This is an optimization exercise on Yosys and OpenROAD, whose aim is small area, not a production implementation.
Only simulation tests tie the RTL to the original design; equivalence was not proved.
In runs 3 to 6 the design's own scripts or RTL, not TritonCTS, make the clock network.
No driver is modelled on the clock port, so clock power and skew are understated where the tree is cut down; a real chip needs a root buffer or a tree.
Power figures rest on the tool's default switching activity, not on a simulated workload.

$ cat design/flow/flow/area.abc
strash
&get -n
&dch -f
&nf -a -R 1000
&put
$ cat design/flow/config.mk
export PLATFORM = sky130hd
export DESIGN_NAME = top_multi_digit
export DESIGN_NICKNAME = top_multi_digit
export VERILOG_FILES = /design/flow/design.v
export SDC_FILE = /design/flow/constraint.sdc
export NUM_CORES = 4
export LEC_CHECK = 0
export CAP_MARGIN = 20
export CORE_MARGIN = 2
export CORE_UTILIZATION = 40
export SLEW_MARGIN = 20
$ cat design/flow/constraint.sdc
create_clock -name core_clock -period 10.0 [get_ports {clk}]
set_input_delay 2.0000 -clock core_clock [delete_from_list [all_inputs] [get_ports {clk}]]
set_output_delay 2.0000 -clock core_clock [all_outputs]
set_load 0.01 [all_outputs]
$ cat design/flow/flow/run.sh
#!/bin/bash
# Own layout flow: the standard ORFS flow (standard.sh) with
#  - synthesis from flow/synth.tcl (the standard script, ABC mapping for area),
#  - single-drive-strength port buffers,
#  - a small clock tree (one cluster, no dummy loads).
# Every tool's output goes to the ORFS logs under orfs/logs; make's own output
# goes to flow_make.log.
set -euo pipefail
W=$PWD
sed "s#SYNTH_SCRIPT=[^ ]*#SYNTH_SCRIPT=$W/flow/synth.tcl#" standard.sh > my_standard.sh
export MY_ABC_SCRIPT=$W/flow/area.abc
export BUFFER_PORTS_ARGS="-buffer_cell sky130_fd_sc_hd__buf_1"
export CTS_ARGS="-sink_clustering_enable -sink_clustering_size 50 -sink_clustering_max_diameter 300 -buf_list sky130_fd_sc_hd__clkbuf_8 -root_buf sky130_fd_sc_hd__clkbuf_8 -dont_use_dummy_load -repair_clock_nets"
bash my_standard.sh > flow_make.log 2>&1
$ cat design/flow/standard.sh
#!/bin/bash
# synth_recipe.tcl (not shown) runs the flow's synth.tcl, then flattens the netlist and writes it again
# the make line also repeats each setting of config.mk as NAME=value (left out here)
make -C /OpenROAD-flow-scripts/flow DESIGN_CONFIG=/design/flow/config.mk WORK_HOME=/design/flow/orfs CLKGATE_MAP_FILE= SYNTH_SCRIPT=/design/flow/synth_recipe.tcl "${@:-finish}"
$ cat design/flow/flow/synth.tcl
# The standard synthesis (synth_recipe.tcl), with ABC's cell mapping run from an
# area-oriented script (flow/area.abc) instead of ORFS's speed script.
proc synth {args} { yosys synth -nofsm -noshare {*}$args }
proc abc {args} {
  set i [lsearch -exact $args -script]
  if {$i >= 0} { lset args [expr {$i + 1}] $::env(MY_ABC_SCRIPT) }
  yosys abc {*}$args
}
source $::env(SCRIPTS_DIR)/synth.tcl
# left out here: clear keep_hierarchy, flatten, clean up, hide names made inside functions, write 1_2_yosys.v
$ cat design/flow/design.v
module top_multi_digit(clk, reset, seg_cathode, seg_anode_o);
    input wire clk;
    input wire reset;
    output wire [6:0] seg_cathode;
    output wire [3:0] seg_anode_o;
    reg [8:0] rf;
    wire rf_e = ~(rf[1] | rf[3] | rf[4] | rf[5] | rf[7]);
    always @(posedge clk)
        if (reset | rf_e) rf <= 9'd398;
        else              rf <= {~rf[7:0], ~(rf[6] ^ rf[8])};
    reg [1:0] p;
    always @(posedge clk)
        if (reset)     p <= 2'b00;
        else if (rf_e) p <= {p[0], ~p[1]};
    assign seg_anode_o = {p[1] | p[0], p[1] | ~p[0], ~(p[1] & p[0]), ~p[1] | p[0]};
    reg [9:0] cv;
    wire cv_e = ((cv & 10'd219) == (10'd398 & 10'd219));
    always @(posedge clk)
        if (reset)     cv <= 10'd217;
        else if (cv_e) cv <= 10'd232;
        else           cv <= {~cv[8:0], ~(cv[6] ^ cv[9])};
    reg [2:0] d3;   
    reg [3:0] d2, d1, d0;
    wire o9 = (d0[0] & d0[3]);
    wire t9 = (d1[0] & d1[3]);
    wire h9 = (d2[0] & d2[3]);
    wire th4 = (d3[2]);
    wire o5 = (d0[0] & d0[2]);
    wire wrap = th4 & t9 & o5;
    wire e1 = cv_e & o9;
    wire e2 = e1 & t9;
    wire e3 = e2 & h9;
    wire clr = reset | (cv_e & wrap);
    wire [3:0] d0_n = {(~d0[0] & d0[3]) | (d0[0] & d0[1] & d0[2]), (d0[0] & d0[1] & ~d0[2]) | (~d0[1] & d0[2]) | (~d0[0] & d0[2]), (d0[0] & ~d0[1] & ~d0[3]) | (~d0[0] & d0[1]), (~d0[0])};
    wire [3:0] d1_n = {(~d1[0] & d1[3]) | (d1[0] & d1[1] & d1[2]), (d1[0] & d1[1] & ~d1[2]) | (~d1[1] & d1[2]) | (~d1[0] & d1[2]), (d1[0] & ~d1[1] & ~d1[3]) | (~d1[0] & d1[1]), (~d1[0])};
    wire [3:0] d2_n = {(~d2[0] & d2[3]) | (d2[0] & d2[1] & d2[2]), (d2[0] & d2[1] & ~d2[2]) | (~d2[1] & d2[2]) | (~d2[0] & d2[2]), (d2[0] & ~d2[1] & ~d2[3]) | (~d2[0] & d2[1]), (~d2[0])};
    wire [2:0] d3_n = {(d3[0] & d3[1]), (d3[0] & ~d3[1]) | (~d3[0] & d3[1]), (~d3[0])};
    always @(posedge clk) begin
        if (clr) d0 <= 4'd0; else if (cv_e) d0 <= d0_n;
        if (clr) d1 <= 4'd0; else if (e1) d1 <= d1_n;
        if (clr) d2 <= 4'd0; else if (e2) d2 <= d2_n;
        if (clr) d3 <= 3'd0; else if (e3) d3 <= d3_n;
    end
    wire [3:0] th4c = {1'b0, d3[2], d3[1], d3[0]};
    reg [3:0] dig;
    always @(*)
        case (p)
            2'b00: dig = th4c;
            2'b01: dig = d2;
            2'b11: dig = d1;
            default: dig = d0;
        endcase
    assign seg_cathode = {(~dig[1] & ~dig[2] & ~dig[3]) | (dig[0] & dig[1] & dig[2]), (dig[0] & ~dig[2] & ~dig[3]) | (dig[1] & ~dig[2]) | (dig[0] & dig[1]), (dig[0]) | (~dig[1] & dig[2]), (dig[0] & ~dig[1] & ~dig[2] & ~dig[3]) | (~dig[0] & ~dig[1] & dig[2]) | (dig[0] & dig[1] & dig[2]), (~dig[0] & dig[1] & ~dig[2]), (dig[0] & ~dig[1] & dig[2]) | (~dig[0] & dig[1] & dig[2]), (dig[0] & ~dig[1] & ~dig[2] & ~dig[3]) | (~dig[0] & ~dig[1] & dig[2])};
endmodule
==> summary.txt, run 1 <==
Post-DP HPWL -> 1.82 mm
Worst R2R Path Depth -> 8
FMAX -> 225 MHz
Post-CTS Setup Bufs -> 0
Share of cells above drive strength 1 -> 3.09%
Critical Path Sink Type -> primary output
CP startpoint kind -> register
Final hold vios -> 0
Largest family of logic cells by synthesized area -> simple AND/OR/NAND/NOR gates
DR iter-0 viols -> 44
Syn Area/Cell -> 9.17 µm²
Mux cell area share after synthesis -> 0.753%
Post-Synthesis Cells -> 145
Initial antenna violation count -> 0
Yosys warning count -> 1
Slew Viols, Final -> 0
Fillcell total -> 311
Vias after detailed routing -> 1042
Crit share post-route -> 44.5%
Min Hold Slack -> 0.360 ns
Port buffer count -> 12
Final setup viols -> 0
Hold Path Class -> register to register
Status -> timing/DRC/antenna clean
Layout area overhead -> 12.7%
Sequential share of the synthesized area -> 54.2%
Ant diodes -> 0
Leakage -> 0.531 nW
Chip Width -> 61.7 µm
Largest net degree at the start of global routing -> 15
Starting Density -> 42.9%
Max Cap Violations -> 0
Clock Path Buffers -> 2
Die Span Y -> 61.7 µm
Area of the multi-input gates -> 583 µm²
Final #Nets -> 167
Routed vias/inst -> 5.06
Worst Skew -> 0.0145 ns
Slew @ Worst Pin -> 0.663 ns
#FFs+latches synth -> 36
H-tree levels -> 2
Clk sinks -> 36
Post-route setup slack -> 5.55 ns
DRT Wirelength -> 2.46 mm
RSZ-0062 raised after global routing -> no
GRT Util Overall -> 15.6%
Core Box Area -> 3100 µm²
Detailed-route wire length per cell -> 11.9 µm
Hold_buf cts -> 0
Post-CTS sizing -> 0
Reg clk slew, reported paths -> 0.07 ns
Total power -> 245 µW
Register area -> 721 µm²
Slew HR -> 55.8%
Worst hold stages -> 1
Pwr Density -> 163 nW/µm²
Synth Area in XOR/XNOR -> 1.98%
CTS tree -> built
First-pass GRT wire length -> 4.16 mm
Synth Cell Area -> 1330 µm²
I/O pin count -> 13
Post-DRT Antenna Nets -> 0
Clock Latency Late Sink -> 0.29 ns
Inserted Clock Buffers -> 5
Vias in the first global route -> 983
GRT overflow -> 0
DRC viols -> 0
Worst Setup Slack post-DPL -> 5.88 ns
Setup Total Neg Slack -> 0 ns
Worst Path Arrival -> 2.45 ns
Final min period -> 4.45 ns
CP max FO -> 7
DR pass1 iterations -> 4
WS Path Type -> register to primary output
Synth Area in Adders -> 0.941%
Worst endpoint required time -> 8.00 ns
Site Rows -> 20
Placer Congestion -> 0.825
Max VDD drop -> 94.4 µV
Post-synth net total -> 148
Post-synthesis simple-gate area fraction -> 24.4%
Post-synth cell types -> 28
Clk root buf -> clkbuf_8
Compound-Gate Fraction of Synth Area -> 15.8%
Total die area -> 3800 µm²
==> routing by layer <==
metal  wire (µm)  vias up  GRT usage, %
met1        1220      471          18.3
met2        1060       20          24.1
met3         119        6          6.93
li1            -      545             -
met5           0        -             0
met4          54        0          8.21
==> registers in the layout, summed over array words and instances (netlist names) <==
register,count
d1,4
d3,3
d2,4
d0,4
rf,9
p,2
cv,10
==> layout by cell type (no fill, tap or decap) <==
cell	instances
clkinv_1	7
nand3_1	6
o21ai_0	3
and2_0	3
a211oi_1	4
xor2_1	3
nor3_1	6
o21bai_1	3
or2_0	1
nor3b_1	4
clkbuf_8	5
nand2_1	15
nor2_1	19
buf_1	12
nand2b_1	3
and3_1	2
nand4b_1	1
mux2i_1	1
a22o_1	2
o21a_1	2
ha_1	1
or4_1	1
and4_1	1
a222oi_1	1
a21oi_1	11
dfxtp_1	36
a221o_1	1
nor2b_1	4
a221oi_1	3
a31o_1	1
==> final cells by class <==
cell class | instances | area share [%]
Clock buffer | 5 | 4.59
Inverter | 7 | 1.75
Multi-Input combinational cell | 102 | 38.9
Sequential cell | 36 | 48.1
Tap cell | 44 | 3.67
Timing Repair Buffer | 12 | 3.01
==> through the flow <==
| step | utilization, % | instances | instance area, µm² |
|---|---|---|---|
| CTS | 48.3 | 206 | 1500 |
| global placement | 46.1 | 201 | 1430 |
| finish | 48.3 | 206 | 1500 |
| global route | 48.3 | 206 | 1500 |
| detailed placement | 46.1 | 201 | 1430 |
| floorplan | - | 145 | 1330 |
==> critical path, stage by stage (launching register included) <==
cell,delay (ns)
dfxtp_1,0.42
nor2b_1,0.14
a22o_1,0.25
a221oi_1,0.54
o21a_1,0.22
nor2b_1,0.16
o21a_1,0.15
o21bai_1,0.11
buf_1,0.16
==> power by group <==
part | switching (mW) | internal (mW)
Clock | 0.0434 | 0.0447
Sequential | 0.00214 | 0.149
Combinational | 0.00363 | 0.00220
Total | 0.0491 | 0.195
==> cell usage after synthesis, drive strengths merged <==
library cell / instances / area, µm²
a211oi: 4 / 30.0
a21oi: 11 / 55.1
a221o: 1 / 10.0
a221oi: 3 / 26.3
a222oi: 1 / 10.0
a22o: 2 / 17.5
a31o: 1 / 8.76
and2: 3 / 18.8
and3: 2 / 12.5
and4: 1 / 8.76
clkinv: 7 / 26.3
dfxtp: 36 / 721
ha: 1 / 12.5
mux2i: 1 / 10.0
nand2: 15 / 56.3
nand2b: 3 / 18.8
nand3: 6 / 30.0
nand4b: 1 / 8.76
nor2: 19 / 71.3
nor2b: 4 / 25.0
nor3: 6 / 30.0
nor3b: 4 / 30.0
o21a: 2 / 15.0
o21ai: 3 / 15.0
o21bai: 3 / 22.5
or2: 1 / 6.26
or4: 1 / 7.51
xor2: 3 / 26.3
==> cell families (layout without fill, tap and decap cells) <==
logic type	Yosys count	count (layout)
AO/OA/AOI/OAI	31	31
XOR/XNOR	3	3
adder cells (fa/ha/maj)	1	1
buffers and inverters	7	24
flip-flops	36	36
multiplexers	1	1
AND/OR/NAND/NOR	66	66
==> final timing paths <==
check	slack, ns	to	start
setup / recovery	5.55	seg_cathode[3]	p[1]
hold reg to reg	0.36	cv[3]	cv[2]
hold / removal	0.36	cv[3]	cv[2]
setup reg to reg	7.45	d3[0]	cv[4]
==> inputs of run 2 (changes only) <==
==> design/flow/flow/run.sh (replaced) <==
#!/bin/bash
# Own layout flow: the standard ORFS flow (standard.sh) with
#  - synthesis from flow/synth.tcl (the standard script, ABC mapping for area),
#  - single-drive-strength port buffers,
#  - a one-buffer clock tree (flow/cts.tcl) in place of TritonCTS.
# Every tool's output goes to the ORFS logs under orfs/logs; make's own output
# goes to flow_make.log.
set -euo pipefail
W=$PWD
sed "s#SYNTH_SCRIPT=[^ ]*#SYNTH_SCRIPT=$W/flow/synth.tcl#" standard.sh > my_standard.sh
export MY_ABC_SCRIPT=$W/flow/area.abc
export BUFFER_PORTS_ARGS="-buffer_cell sky130_fd_sc_hd__buf_1"
export MY_CLK_BUF=sky130_fd_sc_hd__clkbuf_4
export PRE_CTS_TCL=$W/flow/cts.tcl
bash my_standard.sh > flow_make.log 2>&1
==> design/flow/flow/cts.tcl (new file) <==
# Clock tree for a small design: one clock buffer, placed at the centre of its
# sinks, drives every register's clock pin; the clock port drives only that
# buffer. Runs as ORFS's PRE_CTS_TCL hook and replaces TritonCTS for this run.
set clk_buf_cell $::env(MY_CLK_BUF)
set sinks [get_pins -of_objects [get_nets clk] -filter "direction==input"]
make_net clknet_0_clk
make_instance clkbuf_0_clk $clk_buf_cell
set block [ord::get_db_block]
set sx 0
set sy 0
set n 0
foreach p $sinks {
  set inst [[sta::sta_to_db_pin $p] getInst]
  set bb [$inst getBBox]
  incr sx [expr {([$bb xMin] + [$bb xMax]) / 2}]
  incr sy [expr {([$bb yMin] + [$bb yMax]) / 2}]
  incr n
  disconnect_pin clk $p
  connect_pin clknet_0_clk $p
}
connect_pin clk clkbuf_0_clk/A
connect_pin clknet_0_clk clkbuf_0_clk/X
[$block findNet clknet_0_clk] setSigType CLOCK
set buf [$block findInst clkbuf_0_clk]
$buf setLocation [expr {$sx / $n}] [expr {$sy / $n}]
$buf setPlacementStatus PLACED
puts "custom CTS: $clk_buf_cell drives $n clock sinks"
rename clock_tree_synthesis ""
proc clock_tree_synthesis {args} { puts "custom CTS: TritonCTS skipped" }
==> summary.txt, run 2 <==
Post-Synthesis Cells -> 145 (unchanged)
Yosys top cell by area -> dfxtp_1
Syn Area/Cell -> 9.17 µm² (unchanged)
Die Span Y -> 61.7 µm (unchanged)
Yosys warning count -> 1 (unchanged)
Placer Congestion -> 0.825 (unchanged)
Post-synth EDFFs -> 0 (unchanged)
Synth top area share -> 54.2% (unchanged)
Async S/R FF share, synth -> 0% (unchanged)
Post-synth net total -> 148 (unchanged)
Post-DP HPWL -> 1.82 mm (unchanged)
Most common cell in the netlist -> dfxtp_1
Error -> Error: cts.tcl, 6 invalid command name "NULL"
#FFs+latches synth -> 36 (unchanged)
Starting Density -> 42.9% (unchanged)
I/O pin count -> 13 (unchanged)
Post-synth cell types -> 28 (unchanged)
Most frequent cells after synthesis -> dfxtp_1, nor2_1, nand2_1, a21oi_1, clkinv_1
Synth Flop Type -> dfxtp_1
Step where the flow halted -> 4_1_cts
Synth Cell Area -> 1330 µm² (unchanged)
Port buffer count -> 12 (unchanged)
Largest cells by area after synthesis -> dfxtp_1, nor2_1, nand2_1
Status -> aborted with a tool error
Site Rows -> 20 (unchanged)
Sequential share of the synthesized area -> 54.2% (unchanged)
Chip Width -> 61.7 µm (unchanged)
[run 2: how the worst max path moves through the flow]
| stage | depth (start not counted) | endpoint |
|---|---|---|
| after floorplan | 6 | seg_cathode[3] |
| after global placement | 8 | seg_cathode[3] |
| after detailed placement | 8 | seg_cathode[3] |
[run 2: kinds of logic after synthesis]
group,after synthesis,synth area share [%]
adders and majority gates,1,0.941
DFF,36,54.2
AOI/OAI and AO/OA,31,15.8
xor gates and xnor gates,3,1.98
and+or+nand+nor,66,24.4
buffers and inverters,7,1.98
muxes,1,0.753
[run 2: metrics by stage]
| stage | utilization [%] | std cells | hold slack (ns) | worst slack (ns) | instance area [µm²] |
|---|---|---|---|---|---|
| floorplan | - | 145 | 0.343 | 6.13 | 1330 |
| global placement | 46.1 | 201 | 0.346 | 6.01 | 1430 |
| detailed placement | 46.1 | 201 | 0.353 | 5.88 | 1430 |
[run 2: power groups by stage]
stage / clock, mW / sequential, mW / combinational (mW)
detailed placement: 0 / 0.154 / 0.00593
global placement: 0 / 0.154 / 0.00582
floorplan: 0 / 0.153 / 0.00413
==> inputs of run 3 (changes only) <==
--- a/design/flow/flow/run.sh
+++ b/design/flow/flow/run.sh
@@ -10,6 +10,7 @@
 sed "s#SYNTH_SCRIPT=[^ ]*#SYNTH_SCRIPT=$W/flow/synth.tcl#" standard.sh > my_standard.sh
 export MY_ABC_SCRIPT=$W/flow/area.abc
 export BUFFER_PORTS_ARGS="-buffer_cell sky130_fd_sc_hd__buf_1"
-export MY_CLK_BUF=sky130_fd_sc_hd__clkbuf_4
+export MY_CLK_BUF=${MY_CLK_BUF:-sky130_fd_sc_hd__clkbuf_16}
+export MY_CLK_NBUF=${MY_CLK_NBUF:-1}
 export PRE_CTS_TCL=$W/flow/cts.tcl
 bash my_standard.sh > flow_make.log 2>&1
==> design/flow/flow/cts.tcl (replaced) <==
# Clock tree for a small design: MY_CLK_NBUF clock buffers (1 to 4) of type
# MY_CLK_BUF, all driven by the clock port; the register clock pins are split
# into equal groups by position and each group is driven by one buffer placed
# at the group's centre. Runs as ORFS's PRE_CTS_TCL hook and replaces
# TritonCTS for this run; every register sees one buffer between it and the
# clock port.
set block [ord::get_db_block]
set clknet [$block findNet clk]
set master [[ord::get_db] findMaster $::env(MY_CLK_BUF)]
set nbuf $::env(MY_CLK_NBUF)
set sinks {}
foreach it [$clknet getITerms] {
  set bb [[$it getInst] getBBox]
  lappend sinks [list $it [expr {([$bb xMin] + [$bb xMax]) / 2}] [expr {([$bb yMin] + [$bb yMax]) / 2}]]
}
proc halves {l idx} {
  set l [lsort -integer -index $idx $l]
  set h [expr {[llength $l] / 2}]
  return [list [lrange $l 0 [expr {$h - 1}]] [lrange $l $h end]]
}
if {$nbuf == 1} {
  set groups [list $sinks]
} elseif {$nbuf == 2} {
  set groups [halves $sinks 1]
} elseif {$nbuf == 3} {
  set l [lsort -integer -index 2 $sinks]
  set t [expr {([llength $l] + 2) / 3}]
  set groups [list [lrange $l 0 [expr {$t - 1}]] [lrange $l $t [expr {2 * $t - 1}]] [lrange $l [expr {2 * $t}] end]]
} else {
  set groups {}
  foreach g [halves $sinks 1] { lappend groups {*}[halves $g 2] }
}
set k 0
foreach g $groups {
  set buf [odb::dbInst_create $block $master clkbuf_${k}_clk]
  set net [odb::dbNet_create $block clknet_${k}_clk]
  $net setSigType CLOCK
  set sx 0
  set sy 0
  foreach s $g {
    set it [lindex $s 0]
    incr sx [lindex $s 1]
    incr sy [lindex $s 2]
    $it disconnect
    $it connect $net
  }
  [$buf findITerm A] connect $clknet
  [$buf findITerm X] connect $net
  $buf setLocation [expr {$sx / [llength $g]}] [expr {$sy / [llength $g]}]
  $buf setPlacementStatus PLACED
  puts "custom CTS: $::env(MY_CLK_BUF) clkbuf_${k}_clk drives [llength $g] clock sinks"
  incr k
}
rename clock_tree_synthesis ""
proc clock_tree_synthesis {args} { puts "custom CTS: TritonCTS skipped" }
--- a/design/flow/config.mk
+++ b/design/flow/config.mk
@@ -6,6 +6,7 @@
 export NUM_CORES = 4
 export LEC_CHECK = 0
 export CAP_MARGIN = 20
-export CORE_MARGIN = 2
-export CORE_UTILIZATION = 40
+export CORE_AREA = 2 2 62 62
+export DIE_AREA = 0 0 64 64
+export PLACE_DENSITY = 0.6
 export SLEW_MARGIN = 20
==> summary.txt, run 3 <==
Status -> timing/DRC/antenna clean
Reg with most FFs -> cv
Ant diodes -> 0
Worst R2R Path Depth -> 8
Reg clk slew, reported paths -> 0.12 ns
Worst R2R End -> d3[0]
Vias after detailed routing -> 1033
Synth top area share -> 54.2% (unchanged)
Largest family of logic cells by synthesized area -> simple AND/OR/NAND/NOR gates
Critical path buffer and inverter count -> 1
Largest delay share family, worst path -> compound AO/OA/AOI/OAI gates
Total die area -> 4100 µm²
Hold Path Class -> register to register
WS Path Type -> register to primary output
Total placed instance area -> 1430 µm² (+0.17%)
Async S/R FF share, synth -> 0% (unchanged)
Site Rows -> 21 (+5.0%)
Mux cell area share after synthesis -> 0.753% (unchanged)
Biggest regs -> cv: 10 flops, rf: 9 flops
Final #Nets -> 163
Largest cells by area after synthesis -> dfxtp_1, nor2_1, nand2_1
Post-DRT Antenna Nets -> 0
Core Box Area -> 3390 µm²
First-pass GRT wire length -> 4.40 mm
Post-synth EDFFs -> 0 (unchanged)
Worst hold stages -> 1
Worst Skew -> 0.00537 ns
Crit share post-route -> 43.4%
DRC viols -> 0
Worst endpoint required time -> 8.00 ns
Post-Synthesis Cells -> 145 (unchanged)
CP max stage delay -> 0.55 ns
Detailed-route wire length per cell -> 11.7 µm
I/O pin count -> 13 (unchanged)
Synth Cell Area -> 1330 µm² (unchanged)
Vias in the first global route -> 1008
Final setup viols -> 0
GRT overflow -> 0
Post-DP HPWL -> 1.85 mm (+1.5%)
CP startpoint kind -> register
Hold_buf cts -> 0
Share of cells above drive strength 1 -> 0.633%
Worst Hold Launch -> cv[5]
Initial antenna violation count -> 0
Post-CTS Setup Bufs -> 0
Largest register FFs -> 10
Design area -> 1460 µm²
Max stage delay cell, worst path -> a221oi_1
Critical Path Sink Type -> primary output
Final min period -> 4.34 ns
Final hold vios -> 0
Compound-Gate Fraction of Synth Area -> 15.8% (unchanged)
Post-synth net total -> 148 (unchanged)
Max Cap Violations -> 0
Worst Hold Path EP -> cv[6]
Cell-by-cell trace of the critical path -> nor2b_1 -> a22o_1 -> a221oi_1 -> o21a_1 -> nor2b_1 -> o21a_1 -> o21bai_1 -> buf_1
Most common cell in the netlist -> dfxtp_1
Syn Area/Cell -> 9.17 µm² (unchanged)
Setup Total Neg Slack -> 0 ns
Post-route setup slack -> 5.66 ns
Sequential share of the synthesized area -> 54.2% (unchanged)
FMAX -> 230 MHz
DRT Wirelength -> 2.38 mm
Starting Density -> 39.2% (-3.6 points)
Met3 Wirelength -> 89 µm
Clock Latency Late Sink -> 0.18 ns
Worst Path Arrival -> 2.34 ns
Pwr Density -> 143 nW/µm²
Yosys warning count -> 1 (unchanged)
Worst Setup SP -> p[1]
Metal-1 WL -> 1.19 mm
Synth Area in Adders -> 0.941% (unchanged)
Max Used Layer -> met4
Worst Setup Slack post-DPL -> 5.91 ns (+0.0289 ns)
GRT Util Overall -> 12.7%
Metal2 WL -> 1.08 mm
CP max FO -> 7
Leakage -> 0.508 nW
FF-to-FF Start -> cv[4]
Routed vias/inst -> 5.06
Slew HR -> 55.1%
DR pass1 iterations -> 4
Total power -> 209 µW
Die Span Y -> 64 µm (+3.8%)
Most common cell after layout, fill and taps aside -> dfxtp_1
Synth Flop Type -> dfxtp_1
RSZ-0062 raised after global routing -> no
Placer Congestion -> 0.746 (-9.5%)
Post-synth cell types -> 28 (unchanged)
Most frequent cells after synthesis -> dfxtp_1, nor2_1, nand2_1, a21oi_1, clkinv_1
Yosys top cell by area -> dfxtp_1
DR iter-0 viols -> 52
Slew @ Worst Pin -> 0.674 ns
Max VDD drop -> 88.4 µV
Post-CTS sizing -> 0
Largest net degree at the start of global routing -> 37
Chip Width -> 64 µm (+3.8%)
Synth Area in XOR/XNOR -> 1.98% (unchanged)
Slew Viols, Final -> 0
Port buffer count -> 12 (unchanged)
Most frequent cells in the layout -> dfxtp_1, nor2_1, nand2_1, buf_1, a21oi_1
Post-synthesis simple-gate area fraction -> 24.4% (unchanged)
#FFs+latches synth -> 36 (unchanged)
Layout area overhead -> 9.60%
FF-to-FF setup slack -> 7.44 ns
[run 3: cell counts after synthesis]
Identical to the previous run, type by type.
[run 3: per-layer routing]
| layer | up-vias | global-route usage [%] |
|---|---|---|
| met5 | - | 0 |
| met4 | 0 | 1.90 |
| met3 | 4 | 1.06 |
| met2 | 17 | 22.5 |
| met1 | 476 | 17.1 |
| li1 | 536 | - |
[run 3: worst max path at each step]
stage	slack (ns)	end	cells past startpoint
global placement	6.01	seg_cathode[3]	8
CTS	5.90	seg_cathode[3]	8
global route	5.44	seg_cathode[3]	8
floorplan	6.13	seg_cathode[3]	6
finish	5.66	seg_cathode[3]	8
detailed placement	5.91	seg_cathode[3]	8
[run 3: cells by family (layout without fill, tap and decap cells)]
| logic type | Yosys count | in the layout |
|---|---|---|
| XOR/XNOR | 3 | 3 |
| buffers and inverters | 7 | 20 |
| multiplexers | 1 | 1 |
| flip-flops | 36 | 36 |
| AO/OA/AOI/OAI | 31 | 31 |
| AND/OR/NAND/NOR | 66 | 66 |
| adder cells (fa/ha/maj) | 1 | 1 |
[run 3: where the power goes]
part	switching (mW)	internal (mW)	leakage, nW
Clock	0.0336	0.0188	0.0123
Combinational	0.00380	0.00220	0.200
Sequential	0.00214	0.148	0.295
Total	0.0395	0.169	0.508
[run 3: stage by stage]
step / hold WS, ns / instances / util, %
after global routing: 0.393 / 204 / 43.0
after floorplan: 0.343 / 145 / -
final: 0.383 / 204 / 43.0
after CTS: 0.356 / 204 / 43.0
after detailed placement: 0.356 / 203 / 42.3
after global placement: 0.346 / 203 / 42.3
[run 3: final cells by class]
cell class                 count  area, µm²
timing repair buffer          12       45.0
sequential                    36        721
multi-input combinational    102        583
tap                           46       57.6
buffer                         1       25.0
fill                         329       1930
inverter                       7       26.3
[run 3: worst register-to-register path, delay by kind of cell, from the launching register on]
kind,cells,cell delay (ns)
xor gates and xnor gates,1,0.16
DFF,1,0.33
and+or+nand+nor,7,1.97
==> inputs of run 4 (changes only) <==
==> design/flow/design.v (replaced) <==
module top_multi_digit(clk, reset, seg_cathode, seg_anode_o);
    input wire clk;
    input wire reset;
    output wire [6:0] seg_cathode;
    output wire [3:0] seg_anode_o;
    reg [8:0] rf;
    wire rf_e = ~(rf[1] | rf[3] | rf[4] | rf[5] | rf[7]);
    always @(posedge clk)
        if (reset | rf_e) rf <= 9'd398;
        else              rf <= {~rf[7:0], ~(rf[6] ^ rf[8])};
    reg [1:0] p;
    always @(posedge clk)
        if (reset)     p <= 2'd2;
        else if (rf_e)
            case (p)
                2'd0: p <= 2'd1;
                2'd1: p <= 2'd3;
                2'd2: p <= 2'd0;
                default: p <= 2'd2;
            endcase
    assign seg_anode_o = {p != 2'd2, p != 2'd0, p != 2'd1, p != 2'd3};
    reg [8:0] cv;
    wire cv_e = &cv[7:0];
    always @(posedge clk)
        if (reset)     cv <= 9'd503;
        else if (cv_e) cv <= 9'd471;
        else           cv <= {~cv[7:0], ~(cv[3] ^ cv[8])};
    reg [2:0] d3;   
    reg [3:0] d2, d1, d0;
    wire o9 = (d0[0] & ~d0[1] & d0[3]);
    wire t9 = (d1[0] & d1[3]);
    wire h9 = (d2[0] & d2[3]);
    wire th4 = (d3[2]);
    wire o5 = (d0[0] & d0[2]);
    wire wrap = th4 & t9 & o5;
    wire e1 = cv_e & o9;
    wire e2 = e1 & t9;
    wire e3 = e2 & h9;
    wire clr = reset | (cv_e & wrap);
    wire [3:0] d0_n = {(~d0[0] & d0[3]) | (d0[0] & d0[1] & d0[2]), (d0[0] & d0[1] & ~d0[2] & ~d0[3]) | (~d0[1] & d0[2]) | (~d0[0] & d0[2]), (d0[0] & ~d0[1] & ~d0[3]) | (~d0[0] & d0[1]), (~d0[0])};
    wire [3:0] d1_n = {(~d1[0] & d1[3]) | (d1[0] & d1[1] & d1[2]), (d1[0] & d1[1] & ~d1[2]) | (~d1[1] & d1[2]) | (~d1[0] & d1[2]), (d1[0] & ~d1[1] & ~d1[3]) | (~d1[0] & d1[1]), (~d1[0])};
    wire [3:0] d2_n = {(~d2[0] & d2[3]) | (d2[0] & d2[1] & d2[2]), (d2[0] & d2[1] & ~d2[2]) | (~d2[1] & d2[2]) | (~d2[0] & d2[2]), (d2[0] & ~d2[1] & ~d2[3]) | (~d2[0] & d2[1]), (~d2[0])};
    wire [2:0] d3_n = {(d3[0] & d3[1]), (d3[0] & ~d3[1]) | (~d3[0] & d3[1]), (~d3[0])};
    always @(posedge clk) begin
        if (reset) d0 <= 4'd11; else if (clr) d0 <= 4'd0; else if (cv_e) d0 <= d0_n;
        if (clr) d1 <= 4'd0; else if (e1) d1 <= d1_n;
        if (clr) d2 <= 4'd0; else if (e2) d2 <= d2_n;
        if (clr) d3 <= 3'd0; else if (e3) d3 <= d3_n;
    end
    wire [3:0] th4c = {1'b0, d3[2], d3[1], d3[0]};
    reg [3:0] dig;
    always @(*)
        case (p)
            2'd2: dig = th4c;
            2'd0: dig = d2;
            2'd1: dig = d1;
            default: dig = d0;
        endcase
    assign seg_cathode = {(~dig[1] & ~dig[2] & ~dig[3]) | (dig[1] & dig[3]) | (dig[0] & dig[1] & dig[2]), (dig[0] & ~dig[2] & ~dig[3]) | (dig[1] & ~dig[2] & ~dig[3]) | (dig[0] & dig[1] & ~dig[3]), (dig[0] & ~dig[3]) | (dig[0] & ~dig[1]) | (~dig[1] & dig[2]), (dig[0] & ~dig[1] & ~dig[2] & ~dig[3]) | (~dig[0] & ~dig[1] & dig[2]) | (dig[0] & dig[1] & dig[2]), (~dig[0] & dig[1] & ~dig[2]), (dig[0] & ~dig[1] & dig[2]) | (~dig[0] & dig[1] & dig[2]), (dig[0] & ~dig[1] & ~dig[2] & ~dig[3]) | (~dig[0] & ~dig[1] & dig[2])};
endmodule
==> design/flow/flow/area.abc (replaced) <==
strash
&get -n
&syn3
&dch -f
&nf -a -R 1000
&put
==> summary.txt, run 4 <==
Max VDD drop -> 90.4 µV (+2.3%)
Non-filler instance count after layout -> 208 (+2.0%)
Synth Cell Area -> 1280 µm² (-3.4%)
Routed vias/inst -> 4.97 (-1.9%)
Largest cells by area after synthesis -> dfxtp_1, nand2_1, a21oi_1
Hold_buf cts -> 0 (unchanged)
Synth Flop Type -> dfxtp_1
Total die area -> 4100 µm² (unchanged)
Max Cap Violations -> 0 (unchanged)
Synth top area share -> 54.5% (+0.34 points)
Hold Path Class -> register to register
Chip Width -> 64 µm (unchanged)
DP Cell Count -> 207 (+2.0%)
WS Path Type -> register to primary output
GRT overflow -> 0 (unchanged)
Pwr Density -> 147 nW/µm² (+2.5%)
Sequential share of the synthesized area -> 54.5% (+0.34 points)
Design area -> 1420 µm² (-2.6%)
Reg clk slew, reported paths -> 0.12 ns (about the same)
Most frequent cells in the layout -> dfxtp_1, nand2_1, nor2_1, a21oi_1, buf_1
Post-CTS sizing -> 0 (unchanged)
Post-DRT Antenna Nets -> 0 (unchanged)
Async S/R FF share, synth -> 0% (unchanged)
CP endpoint -> seg_cathode[3]
FF-to-FF Start -> cv[3]
Yosys top cell by area -> dfxtp_1
Slew HR -> 61.4% (+6.4 points)
Final setup viols -> 0 (unchanged)
Post-synth net total -> 151 (+2.0%)
Syn Area/Cell -> 8.68 µm² (-5.3%)
Critical Path Sink Type -> primary output
Port buffer count -> 12 (unchanged)
Vias in the first global route -> 989 (-1.9%)
DRC viols -> 0 (unchanged)
CP max FO -> 6 (-1)
DRT Wirelength -> 2.33 mm (-2.2%)
Most frequent cells after synthesis -> dfxtp_1, nand2_1, nor2_1, a21oi_1, nor3_1
Initial antenna violation count -> 0 (unchanged)
Post-synth EDFFs -> 0 (unchanged)
Worst Skew -> 0.00304 ns (-0.00233 ns)
Core Box Area -> 3390 µm² (unchanged)
Most common cell after layout, fill and taps aside -> dfxtp_1
Cell-by-cell trace of the critical path -> or2_0 -> o22ai_1 -> nor2_1 -> or3_1 -> a21oi_1 -> nand2b_1 -> buf_1
Yosys warning count -> 1 (unchanged)
Crit share post-route -> 40.5% (-2.9 points)
#FFs+latches synth -> 35 (-2.8%)
DR pass1 iterations -> 4 (unchanged)
Most common cell in the netlist -> dfxtp_1
Clock Latency Late Sink -> 0.17 ns (about the same)
Slew Viols, Final -> 0 (unchanged)
Starting Density -> 37.9% (-1.3 points)
Final min period -> 4.05 ns (-0.289 ns)
Worst endpoint required time -> 8.00 ns (about the same)
Largest net degree at the start of global routing -> 36 (-2.7%)
Worst R2R Path Depth -> 9 (+1)
Worst R2R End -> d2[2]
Setup Total Neg Slack -> 0 ns (unchanged)
Worst Path Arrival -> 2.05 ns (-0.29 ns)
Slew @ Worst Pin -> 0.574 ns (-0.0998 ns)
Post-Synthesis Cells -> 148 (+2.1%)
Vias after detailed routing -> 1033 (unchanged)
FMAX -> 247 MHz (+7.1%)
Max stage delay cell, worst path -> or3_1
GRT Util Overall -> 12.1% (-0.61 points)
RSZ-0062 raised after global routing -> no
Post-synth cell types -> 24 (-14%)
Final hold vios -> 0 (unchanged)
DR iter-0 viols -> 55 (+5.8%)
Ant diodes -> 0 (unchanged)
Biggest regs -> cv: 9 flops, rf: 9 flops
Die Span Y -> 64 µm (unchanged)
Detailed-route wire length per cell -> 11.2 µm (-4.1%)
Leakage -> 0.523 nW (+2.9%)
Post-DP HPWL -> 1.90 mm (+2.6%)
Status -> timing/DRC/antenna clean
Placer Congestion -> 0.808 (+8.2%)
Final #Nets -> 167 (+2.5%)
Fillcell total -> 344 (+4.6%)
CP max stage delay -> 0.40 ns (-0.15 ns)
Total placed instance area -> 1400 µm² (-2.6%)
First-pass GRT wire length -> 4.22 mm (-3.9%)
I/O pin count -> 13 (unchanged)
Worst Setup SP -> p[1]
Layout area overhead -> 10.5%
Site Rows -> 21 (unchanged)
Post-CTS Setup Bufs -> 0 (unchanged)
FF-to-FF setup slack -> 7.65 ns (+0.21 ns)
CP startpoint kind -> register
Final core utilization -> 41.9% (-1.1 points)
Total power -> 209 µW (about the same)
Share of cells above drive strength 1 -> 1.23% (+0.60 points)
[run 4: changes by cell type after synthesis, sizes merged, moves of 4 or more]
cell	before	now
a21oi	11	15
clkinv	7	3
nand2	15	23
o22ai	0	6
[run 4: power by group]
group,total (mW),internal (mW),switching [mW]
clock,0.0516,0.0188,0.0328
sequential,0.149,0.145,0.00325
combinational,0.00869,0.00353,0.00516
total,0.209,0.168,0.0412
[run 4: kinds of logic after synthesis]
logic type                 count (synthesis)  synth area share (%)
buffers and inverters                      3                 0.876
adders and majority gates                  1                 0.974
and+or+nand+nor                           73                  26.3
AOI/OAI and AO/OA                         31                  13.9
xor gates and xnor gates                   5                  3.41
DFF                                       35                  54.5
[run 4: metal layers]
metal  vias to the layer above  GRT usage [%]  part of all wire, %
li1                        545              -                    -
met1                       478           15.4                   47
met2                         8           23.0                   49
met3                         2          0.704                  3.1
met4                         0           1.09                  1.1
met5                         -              0                    0
[run 4: through the flow]
step / worst slack (ns) / hold WS (ns)
3_3_place_gp: 6.23 / 0.346
4_1_cts: 6.18 / 0.351
6_report: 5.95 / 0.376
5_1_grt: 5.73 / 0.396
3_5_place_dp: 6.18 / 0.357
2_1_floorplan: 6.18 / 0.343
[run 4: how the worst min path moves through the flow]
stage                      from  endpoint  depth (start not counted)
final                     rf[2]     rf[3]                          1
after global routing      rf[2]     rf[3]                          1
after CTS                 rf[2]     rf[3]                          1
after detailed placement  rf[2]     rf[3]                          1
after global placement    rf[0]     rf[1]                          1
after floorplan           rf[0]     rf[1]                          1
[run 4: worst max-delay path: cells and delay by family, from the launching register on]
family                 cells  cell delay, ns
AND/OR/NAND/NOR            4            0.97
AO/OA/AOI/OAI              2            0.39
flip-flops                 1            0.38
buffers and inverters      1            0.15
[run 4: final cells by class]
cell class	instances	area [µm²]	area share [%]
sequential	35	701	49.3
multi-input combinational	110	573	40.4
tap	46	57.6	4.05
timing repair buffer	13	52.6	3.70
buffer	1	25.0	1.76
inverter	3	11.3	0.793
==> inputs of run 5 (changes only) <==
==> design/flow/flow/run.sh (replaced) <==
#!/bin/bash
# Own layout flow: the standard ORFS flow (standard.sh) with
#  - synthesis from flow/synth.tcl (the standard script; ABC mapping for area, the smallest of the flow/area*.abc scripts),
#  - single-drive-strength port buffers,
#  - a one-buffer clock tree (flow/cts.tcl) in place of TritonCTS.
# Every tool's output goes to the ORFS logs under orfs/logs; make's own output
# goes to flow_make.log.
set -euo pipefail
W=$PWD
sed "s#SYNTH_SCRIPT=[^ ]*#SYNTH_SCRIPT=$W/flow/synth.tcl#" standard.sh > my_standard.sh
export MY_ABC_DIR=$W/flow
export BUFFER_PORTS_ARGS="-buffer_cell sky130_fd_sc_hd__buf_1"
export MY_CLK_BUF=${MY_CLK_BUF:-sky130_fd_sc_hd__clkbuf_16}
export MY_CLK_NBUF=${MY_CLK_NBUF:-1}
export PRE_CTS_TCL=$W/flow/cts.tcl
bash my_standard.sh > flow_make.log 2>&1
==> design/flow/flow/area01.abc (new file) <==
strash
&get -n
&syn3
&dch -f
&nf -a -R 1000
&put
==> design/flow/flow/area02.abc (new file) <==
strash
&get -n
&syn3
&dch
&nf -a -R 1000
&put
==> design/flow/flow/area03.abc (new file) <==
strash
&get -n
&syn2
&dch -f
&nf -a -R 1000
&put
==> design/flow/flow/area04.abc (new file) <==
strash
&get -n
&syn4
&dch -f
&nf -a -R 1000
&put
==> design/flow/flow/area05.abc (new file) <==
strash
&get -n
&dch -f
&nf -a -R 1000
&put
==> design/flow/flow/area06.abc (new file) <==
strash
dch -f
amap
==> design/flow/flow/area07.abc (new file) <==
strash
dc2
dc2
dch -f
amap
==> design/flow/flow/area08.abc (new file) <==
strash
dch -f
amap
strash
dch -f
amap
strash
dch -f
amap
==> design/flow/flow/area09.abc (new file) <==
strash
&get -n
&syn3
&syn3
&dch -f
&nf -a -R 1000
&put
==> design/flow/flow/area10.abc (new file) <==
strash
&get -n
&syn3
&dch -f
&nf -a -R 2000 -E 10
&put
==> design/flow/flow/area11.abc (new file) <==
strash
&get -n
&syn4
&syn3
&dch -f
&nf -a -R 1000
&put
==> design/flow/flow/area12.abc (new file) <==
strash
&get -n
&syn3
&dc2
&dch -f
&nf -a -R 1000
&put
==> design/flow/flow/area13.abc (new file) <==
strash
&get -n
&syn2
&syn3
&dch -f
&nf -a -R 1000
&put
==> design/flow/flow/area14.abc (new file) <==
strash
&get -n
&syn3
&dch -f
&nf -a -R 1000
&put
strash
&get -n
&syn3
&dch -f
&nf -a -R 1000
&put
==> design/flow/flow/area15.abc (new file) <==
strash
&get -n
&syn3
&dch -f
&nf -a -R 1000
&put
strash
&get -n
&dch -f
&nf -a -R 1000
&put
==> design/flow/flow/area16.abc (new file) <==
strash
&get -n
&syn2
&dch
&nf -a -R 1000
&put
==> design/flow/flow/area17.abc (new file) <==
strash
&get -n
&syn4
&dch
&nf -a -R 1000
&put
==> design/flow/flow/area18.abc (new file) <==
strash
&get -n
&dch
&nf -a -R 1000
&put
==> design/flow/flow/area19.abc (new file) <==
strash
&get -n
&dc2
&dch -f
&nf -a -R 1000
&put
==> design/flow/flow/area20.abc (new file) <==
strash
&get -n
&b -a
&dch -f
&nf -a -R 1000
&put
==> design/flow/flow/synth.tcl (replaced) <==
# The standard synthesis (synth_recipe.tcl), with ABC's cell mapping done for
# area: every script flow/area*.abc is tried on the same input and the
# smallest result (by Liberty cell area) is kept. Registers are mapped before
# ABC runs, so they are the standard synthesis's.
proc synth {args} { yosys synth -nofsm -noshare {*}$args }
proc abc {args} {
  set si [lsearch -exact $args -script]
  set lib [lindex $args [expr {[lsearch -exact $args -liberty] + 1}]]
  set tmp $::env(OBJECTS_DIR)/abc_area_stat.txt
  set best ""
  set best_area 0
  yosys design -save my_pre_abc
  foreach scr [lsort [glob $::env(MY_ABC_DIR)/area*.abc]] {
    yosys design -load my_pre_abc
    lset args [expr {$si + 1}] $scr
    yosys abc {*}$args
    yosys tee -q -o $tmp stat -liberty $lib
    set f [open $tmp r]
    set txt [read $f]
    close $f
    regexp {Chip area for [^:]*: *([0-9.]+)} $txt -> area
    puts "area mapping: [file tail $scr] gives $area"
    if {$best eq "" || $area < $best_area} {
      set best $scr
      set best_area $area
      yosys design -save my_best_abc
    }
  }
  yosys design -load my_best_abc
  puts "area mapping: kept [file tail $best] ($best_area)"
}
source $::env(SCRIPTS_DIR)/synth.tcl
# left out here: clear keep_hierarchy, flatten, clean up, hide names made inside functions, write 1_2_yosys.v
--- a/design/flow/config.mk
+++ b/design/flow/config.mk
@@ -8,5 +8,6 @@
 export CAP_MARGIN = 20
 export CORE_AREA = 2 2 62 62
 export DIE_AREA = 0 0 64 64
+export GPL_TIMING_DRIVEN = 0
 export PLACE_DENSITY = 0.6
 export SLEW_MARGIN = 20
removed: design/flow/flow/area.abc
==> summary.txt, run 5 <==
Sequential share of the synthesized area -> 54.6% (about the same)
DP Cell Count -> 205 (-0.97%)
Largest cells by area after synthesis -> dfxtp_1, nand2_1, nor2_1
Design area -> 1410 µm² (-0.62%)
Core Box Area -> 3390 µm² (unchanged)
Final setup viols -> 0 (unchanged)
Hold Path Class -> register to register
Leakage -> 0.531 nW (+1.6%)
Async S/R FF share, synth -> 0% (unchanged)
Worst endpoint required time -> 8.00 ns (about the same)
Worst Skew -> 0.00700 ns (+0.00396 ns)
CP startpoint kind -> register
First-pass GRT wire length -> 4.32 mm (+2.3%)
FF-to-FF setup slack -> 7.63 ns (-0.02 ns)
Post-synth net total -> 150 (-0.66%)
Slew HR -> 38.1% (-23 points)
Final min period -> 4.11 ns (+0.0541 ns)
I/O pin count -> 13 (unchanged)
Vias after detailed routing -> 1040 (+0.68%)
Hold_buf cts -> 0 (unchanged)
Register area -> 701 µm² (unchanged)
CP max FO -> 7 (+1)
Max VDD drop -> 83.3 µV (-7.8%)
Detailed-route wire length per cell -> 11.4 µm (+1.7%)
Post-CTS sizing -> 0 (unchanged)
Post-synth EDFFs -> 0 (unchanged)
Vias in the first global route -> 985 (-0.40%)
CP endpoint -> seg_cathode[3]
FF-to-FF Start -> cv[3]
Pwr Density -> 147 nW/µm² (about the same)
Worst Path Arrival -> 2.11 ns (+0.06 ns)
Layout area overhead -> 9.94%
Yosys warning count -> 1 (unchanged)
Crit share post-route -> 41.1% (+0.54 points)
Die Span Y -> 64 µm (unchanged)
Post-synth cell types -> 23 (-4.2%)
Starting Density -> 37.9% (about the same)
Worst R2R Path Depth -> 9 (unchanged)
GRT Util Overall -> 12.2% (+0.14 points)
Synth top area share -> 54.6% (about the same)
Non-filler instance count after layout -> 206 (-0.96%)
Ant diodes -> 0 (unchanged)
Reg clk slew, reported paths -> 0.12 ns (about the same)
GRT overflow -> 0 (unchanged)
Post-CTS Setup Bufs -> 0 (unchanged)
Critical Path Sink Type -> primary output
Final core utilization -> 41.6% (-0.26 points)
Synth Cell Area -> 1280 µm² (about the same)
Initial antenna violation count -> 0 (unchanged)
Post-route setup slack -> 5.89 ns (-0.0541 ns)
Final #Nets -> 165 (-1.2%)
Chip Width -> 64 µm (unchanged)
Routed vias/inst -> 5.05 (+1.7%)
Port buffer count -> 12 (unchanged)
Synth Flop Type -> dfxtp_1
Slew Viols, Final -> 0 (unchanged)
Max Cap Violations -> 0 (unchanged)
Largest net degree at the start of global routing -> 36 (unchanged)
Area of the multi-input gates -> 572 µm² (-0.22%)
Syn Area/Cell -> 8.73 µm² (+0.58%)
DRC viols -> 0 (unchanged)
WS Path Type -> register to primary output
Site Rows -> 21 (unchanged)
Most common cell in the netlist -> dfxtp_1
Most frequent cells in the layout -> dfxtp_1, nand2_1, nor2_1, a21oi_1, buf_1
#FFs+latches synth -> 35 (unchanged)
Total placed instance area -> 1390 µm² (-0.63%)
Biggest regs -> cv: 9 flops, rf: 9 flops
Share of cells above drive strength 1 -> 0.625% (-0.61 points)
DR iter-0 viols -> 44 (-20%)
DRT Wirelength -> 2.35 mm (+0.69%)
Post-DRT Antenna Nets -> 0 (unchanged)
Worst Setup Slack post-DPL -> 6.10 ns (-0.0736 ns)
Total die area -> 4100 µm² (unchanged)
Fillcell total -> 350 (+1.7%)
Clock Latency Late Sink -> 0.18 ns (about the same)
Post-DP HPWL -> 1.83 mm (-3.7%)
Yosys top cell by area -> dfxtp_1
DR pass1 iterations -> 4 (unchanged)
RSZ-0062 raised after global routing -> no
Final hold vios -> 0 (unchanged)
Post-Synthesis Cells -> 147 (-0.68%)
Placer Congestion -> 0.838 (+3.8%)
Most common cell after layout, fill and taps aside -> dfxtp_1
Status -> timing/DRC/antenna clean
Most frequent cells after synthesis -> dfxtp_1, nand2_1, nor2_1, a21oi_1, nor3_1
FMAX -> 243 MHz (-1.3%)
Worst R2R End -> d2[2]
Worst Setup SP -> p[0]
Slew @ Worst Pin -> 0.927 ns (+0.353 ns)
Setup Total Neg Slack -> 0 ns (unchanged)
run 5: cell count changes in the layout (fill, tap and decap cells not counted), moves of 2 or more:
cell	delta
nand2b_1	+3
nand2_1	-2
nand3_1	-2
nor2_1	+2
nor3b_1	+2
o21ai_0	-2
xnor2_1	-2
run 5: per-layer routing:
metal | track usage [%] | wire (µm)
met1 | 16.8 | 1100
met2 | 21.7 | 1120
met3 | 0.704 | 110
met4 | 1.36 | 19
met5 | 0 | 0
run 5: worst min path at each step:
stage                from     to  slack (ns)  cells after the start
global route        rf[2]  rf[3]        0.39                      1
global placement    rf[0]  rf[1]        0.35                      1
detailed placement  rf[0]  rf[1]        0.35                      1
floorplan           rf[0]  rf[1]        0.34                      1
finish              rf[0]  rf[1]        0.38                      1
CTS                 rf[0]  rf[1]        0.35                      1
run 5: worst max-delay path, stage by stage (launching register included):
cell,delay (ns)
dfxtp_1,0.43
or2_0,0.30
o22ai_1,0.14
nor2_1,0.32
nand2b_1,0.19
nor2b_1,0.19
a21oi_1,0.07
nand2b_1,0.17
buf_1,0.12
run 5: area by class of cell:
cell class	count	area share, %
buffer	1	1.77
multi-input combinational	109	40.5
inverter	3	0.798
tap	46	4.08
sequential	35	49.6
timing repair buffer	12	3.19
run 5: per-stage QoR:
stage,total power [mW],hold WS (ns)
CTS,0.199,0.349
floorplan,0.156,0.343
global route,0.218,0.386
detailed placement,0.159,0.348
global placement,0.159,0.347
finish,0.208,0.375
run 5: cell families (layout without fill, tap and decap cells):
family	count (synthesis)	in the layout	synth area share, %
AND/OR/NAND/NOR	77	77	28.6
flip-flops	35	35	54.6
AO/OA/AOI/OAI	28	28	13.0
XOR/XNOR	3	3	2.05
buffers and inverters	3	16	0.877
adder cells (fa/ha/maj)	1	1	0.975
run 5: report_power, final:
part | internal (mW) | switching (mW) | total (mW)
clock | 0.0188 | 0.0328 | 0.0516
sequential | 0.145 | 0.00300 | 0.148
combinational | 0.00309 | 0.00493 | 0.00803
total | 0.167 | 0.0408 | 0.208
==> inputs of run 6 (changes only) <==
==> design/flow/design.v (replaced) <==
module top_multi_digit(clk, reset, seg_cathode, seg_anode_o);
    input wire clk;
    input wire reset;
    output wire [6:0] seg_cathode;
    output wire [3:0] seg_anode_o;
    reg [8:0] rf;
    wire rf_e = ((rf & 9'd186) == 9'd0);
    always @(posedge clk)
        if (reset | rf_e) rf <= 9'd398;
        else              rf <= {~rf[7:0], ~(rf[6] ^ rf[8])};
    reg [1:0] p;
    always @(posedge clk)
        if (reset)     p <= 2'd2;
        else if (rf_e)
            case (p)
                2'd0: p <= 2'd1;
                2'd1: p <= 2'd3;
                2'd2: p <= 2'd0;
                default: p <= 2'd2;
            endcase
    assign seg_anode_o = {p != 2'd2, p != 2'd0, p != 2'd1, p != 2'd3};
    reg [8:0] cv;
    wire cv_e = ((cv & 9'd255) == 9'd255);
    always @(posedge clk)
        if (reset)     cv <= 9'd503;
        else if (cv_e) cv <= 9'd471;
        else           cv <= {~cv[7:0], ~(cv[3] ^ cv[8])};
    reg [2:0] d3;   
    reg [3:0] d2, d1, d0;
    wire o9 = (~d0[0] & d0[2] & d0[3]);
    wire t9 = (~d1[0] & d1[1] & d1[3]);
    wire h9 = (~d2[0] & d2[1] & d2[3]);
    wire th4 = (~d3[0] & d3[1]);
    wire o5 = (d0[3]);
    wire wrap = th4 & t9 & o5;
    wire e1 = cv_e & o9;
    wire e2 = e1 & t9;
    wire e3 = e2 & h9;
    wire clr = reset | (cv_e & wrap);
    wire [3:0] d0_n = {(~d0[0] & d0[1] & ~d0[3]) | (d0[0] & d0[3]) | (~d0[2] & d0[3]), (d0[0] & d0[1]), (d0[0]), (~d0[2])};
    wire [3:0] d1_n = {(d1[0] & d1[3]) | (~d1[2] & d1[3]) | (~d1[0] & d1[1] & ~d1[3]), (d1[0] & d1[1]), (d1[0]), (~d1[2])};
    wire [3:0] d2_n = {(d2[0] & d2[3]) | (~d2[2] & d2[3]) | (~d2[0] & d2[1] & ~d2[3]), (d2[0] & d2[1]), (d2[0]), (~d2[2])};
    wire [2:0] d3_n = {(d3[1]), (d3[0]), (~d3[2])};
    always @(posedge clk) begin
        if (reset) d0 <= 4'd4; else if (clr) d0 <= 4'd0; else if (cv_e) d0 <= d0_n;
        if (clr) d1 <= 4'd0; else if (e1) d1 <= d1_n;
        if (clr) d2 <= 4'd0; else if (e2) d2 <= d2_n;
        if (clr) d3 <= 3'd0; else if (e3) d3 <= d3_n;
    end
    wire [3:0] th4c = {1'b0, d3[2], d3[1], d3[0]};
    reg [3:0] dig;
    always @(*)
        case (p)
            2'd2: dig = th4c;
            2'd0: dig = d2;
            2'd1: dig = d1;
            default: dig = d0;
        endcase
    assign seg_cathode = {(~dig[1] & ~dig[3]) | (dig[1] & ~dig[2] & dig[3]), (dig[1] & ~dig[2]) | (dig[0] & ~dig[3]), (dig[0] & ~dig[1] & ~dig[3]) | (~dig[0] & dig[3]) | (dig[1] & ~dig[2] & dig[3]) | (dig[1] & dig[2] & ~dig[3]), (dig[0] & ~dig[1] & ~dig[3]) | (dig[1] & ~dig[2] & dig[3]) | (~dig[0] & dig[1] & ~dig[3]), (dig[1] & ~dig[2] & ~dig[3]), (~dig[1] & dig[3]), (dig[0] & ~dig[1] & ~dig[3]) | (~dig[0] & dig[1] & ~dig[3])};
endmodule
==> summary.txt, run 6 <==
Status -> timing/DRC/antenna clean
CP startpoint kind -> register
Max Cap Violations -> 0 (unchanged)
Most common cell after layout, fill and taps aside -> dfxtp_1
Comb pwr share -> 3.8% (about the same)
Crit share post-route -> 40.7% (-0.34 points)
Leakage -> 0.525 nW (-1.0%)
Clock Latency Late Sink -> 0.17 ns (about the same)
Async S/R FF share, synth -> 0% (unchanged)
Slew HR -> 47.1% (+9.0 points)
Total die area -> 4100 µm² (unchanged)
Worst endpoint required time -> 8.00 ns (about the same)
RSZ-0062 raised after global routing -> no
Max VDD drop -> 101 µV (+21%)
Routed vias/inst -> 5.06 (+0.13%)
DRT Wirelength -> 2.29 mm (-2.6%)
CP max FO -> 8 (+1)
Post-synth EDFFs -> 0 (unchanged)
Hold_buf cts -> 0 (unchanged)
Seq pwr share -> 71.8% (+0.5 points)
Most frequent cells after synthesis -> dfxtp_1, nor2_1, nand2_1, a21oi_1
GRT overflow -> 0 (unchanged)
CP max stage delay -> 0.48 ns (+0.05 ns)
Layout area overhead -> 10.1%
Slew @ Worst Pin -> 0.785 ns (-0.142 ns)
Vias in the first global route -> 937 (-4.9%)
Critical path buffer and inverter count -> 1 (unchanged)
Placer Congestion -> 0.827 (-1.4%)
Largest net degree at the start of global routing -> 36 (unchanged)
Worst hold stages -> 1 (unchanged)
DRC viols -> 0 (unchanged)
Starting Density -> 37.3% (-0.59 points)
Post-DP HPWL -> 1.80 mm (-1.6%)
GRT Util Overall -> 11.0% (-1.2 points)
Chip Width -> 64 µm (unchanged)
Hold Path Class -> register to register
Final setup viols -> 0 (unchanged)
FF-to-FF setup slack -> 7.60 ns (-0.03 ns)
Most common cell in the netlist -> dfxtp_1
Synth Flop Type -> dfxtp_1
Max stage delay cell, worst path -> dfxtp_1
First-pass GRT wire length -> 3.89 mm (-9.9%)
Ant diodes -> 0 (unchanged)
FF-to-FF Start -> cv[4]
WS Path Type -> register to primary output
Total power -> 206 µW (-0.69%)
Site Rows -> 21 (unchanged)
Yosys top cell by area -> dfxtp_1
Syn Area/Cell -> 8.96 µm² (+2.6%)
Biggest regs -> cv: 9 flops, rf: 9 flops
Worst Path Arrival -> 2.07 ns (-0.04 ns)
Worst Hold Launch -> rf[0]
Die Span Y -> 64 µm (unchanged)
Post-CTS sizing -> 0 (unchanged)
Initial antenna violation count -> 0 (unchanged)
Most frequent cells in the layout -> dfxtp_1, nor2_1, nand2_1, buf_1, a21oi_1
Largest cells by area after synthesis -> dfxtp_1, nor2_1, nand2_1
Reg clk slew, reported paths -> 0.11 ns (about the same)
Post-DRT Antenna Nets -> 0 (unchanged)
Non-filler instance count after layout -> 200 (-2.9%)
DR iter-0 viols -> 20 (-55%)
Post-CTS Setup Bufs -> 0 (unchanged)
Largest delay share family, worst path -> simple AND/OR/NAND/NOR gates
Synth top area share -> 55.4% (+0.86 points)
Post-synth cell types -> 26 (+13%)
Worst Hold Path EP -> rf[1]
I/O pin count -> 13 (unchanged)
Setup Total Neg Slack -> 0 ns (unchanged)
Vias after detailed routing -> 1011 (-2.8%)
Final min period -> 4.07 ns (-0.0342 ns)
Final #Nets -> 158 (-4.2%)
Yosys warning count -> 1 (unchanged)
Most Frequent Cell on Critical Path -> o21ai_0
Critical Path Sink Type -> primary output
Port buffer count -> 12 (unchanged)
Cell-by-cell trace of the critical path -> or2_0 -> o22ai_1 -> nor2_1 -> o21ai_0 -> nand2b_1 -> o21ai_0 -> buf_1
DR pass1 iterations -> 4 (unchanged)
Final hold vios -> 0 (unchanged)
Fillcell total -> 343 (-2.0%)
Switching portion of total power -> 19.2% (-0.47 points)
Worst Skew -> 0.00475 ns (-0.00225 ns)
Sequential share of the synthesized area -> 55.4% (+0.86 points)
Switching power -> 39.5 µW (-3.1%)
Slew Viols, Final -> 0 (unchanged)
DP Cell Count -> 199 (-2.9%)
Post-synth net total -> 143 (-4.7%)
Worst R2R End -> d3[1]
Worst R2R Path Depth -> 8 (-1)
Post-Synthesis Cells -> 141 (-4.1%)
Detailed-route wire length per cell -> 11.4 µm (+0.32%)
Core Box Area -> 3390 µm² (unchanged)
Pwr Density -> 148 nW/µm² (+0.74%)
Internal cell power -> 167 µW (-0.11%)
Share of cells above drive strength 1 -> 0.649% (+0.024 points)
Clock power frac -> 24.5% (-0.4 points)
Synth Cell Area -> 1260 µm² (-1.6%)
FMAX -> 245 MHz (+0.84%)
#FFs+latches synth -> 35 (unchanged)
[run 6: logic make-up after synthesis]
group / after synthesis / synth area share, %
AO/OA/AOI/OAI: 30 / 14.7
XOR/XNOR: 3 / 2.08
buffers and inverters: 1 / 0.297
flip-flops: 35 / 55.4
multiplexers: 3 / 2.38
AND/OR/NAND/NOR: 69 / 25.1
[run 6: final cells by class]
type | instances | area, µm² | area share [%]
well taps | 46 | 57.6 | 4.14
repair buffers | 12 | 45.0 | 3.24
multi-input cells | 105 | 559 | 40.2
flip-flops and latches | 35 | 701 | 50.4
plain buffers | 1 | 25.0 | 1.80
inverters | 1 | 3.75 | 0.270
[run 6: metrics by stage]
stage / util, % / hold WS (ns) / worst slack [ns] / area, µm²
floorplan: - / 0.343 / 6.41 / 1260
global placement: 40.3 / 0.348 / 6.26 / 1370
detailed placement: 40.3 / 0.353 / 6.17 / 1370
CTS: 41.0 / 0.353 / 6.16 / 1390
global route: 41.0 / 0.392 / 5.67 / 1390
finish: 41.0 / 0.374 / 5.93 / 1390
[run 6: layer usage]
layer | vias up | wire [µm] | global-route usage (%)
met5 | - | 0 | 0
li1 | 527 | - | -
met2 | 3 | 1100 | 20.6
met1 | 477 | 1130 | 14.1
met3 | 4 | 20 | 0.528
met4 | 0 | 31 | 1.90
[run 6: power by group through the flow]
stage	Clock [mW]	Sequential (mW)	Combinational, mW
floorplan	0	0.150	0.00597
global placement	0	0.151	0.00763
detailed placement	0	0.151	0.00798
CTS	0.0395	0.151	0.00796
global route	0.0570	0.149	0.00909
finish	0.0504	0.148	0.00777
[run 6: worst reg2reg max path: stages, from the launching register on]
cell,delay [ns]
dfxtp_1,0.36
nand4_1,0.12
nor3_1,0.37
and3_1,0.36
and3_1,0.32
nor2b_1,0.29
nand3_1,0.21
mux2i_1,0.21
nor2_1,0.05
[run 6: worst max path at each step]
| stage | start | to | slack [ns] | cells after the start |
|---|---|---|---|---|
| finish | p[0] | seg_cathode[6] | 5.93 | 7 |
| global route | p[1] | seg_cathode[3] | 5.67 | 8 |
| CTS | p[0] | seg_cathode[6] | 6.16 | 7 |
| detailed placement | p[0] | seg_cathode[6] | 6.17 | 7 |
| global placement | p[0] | seg_cathode[3] | 6.26 | 7 |
| floorplan | p[0] | seg_cathode[3] | 6.41 | 6 |

-- afterwards: timing with drivers on the ports --
The flow's constraints put no driver on any port. The routed layouts listed below were extracted and timed again, unchanged, in two steps. Step 1 assumes that a clkbuf_16 drives the clock port and a buf_2 every other input. Step 2 also shifts input and output timing later by t, the mid clock arrival at the registers, as if the neighbouring blocks saw the same clock. Three values: ideal, step 1, step 2; two values: the first two.
run	t (ns)	slack for setup (ns)	hold WS [ns]	worst register clock-pin slew, ns	cell pins on the clock port's net
run 1	0.303	5.551 / 5.527 / 5.830	0.360 / 0.360 / 0.360	0.07 / 0.07	1
run 3	0.201	5.657 / 5.632 / 5.833	0.383 / 0.383 / 0.383	0.12 / 0.12	1
run 4	0.203	5.946 / 5.917 / 6.120	0.376 / 0.376 / 0.376	0.12 / 0.12	1
run 5	0.203	5.892 / 5.864 / 6.066	0.375 / 0.375 / 0.375	0.12 / 0.12	1
run 6	0.199	5.926 / 5.898 / 6.097	0.374 / 0.374 / 0.374	0.11 / 0.11	1
After both steps every run listed still meets setup and hold.
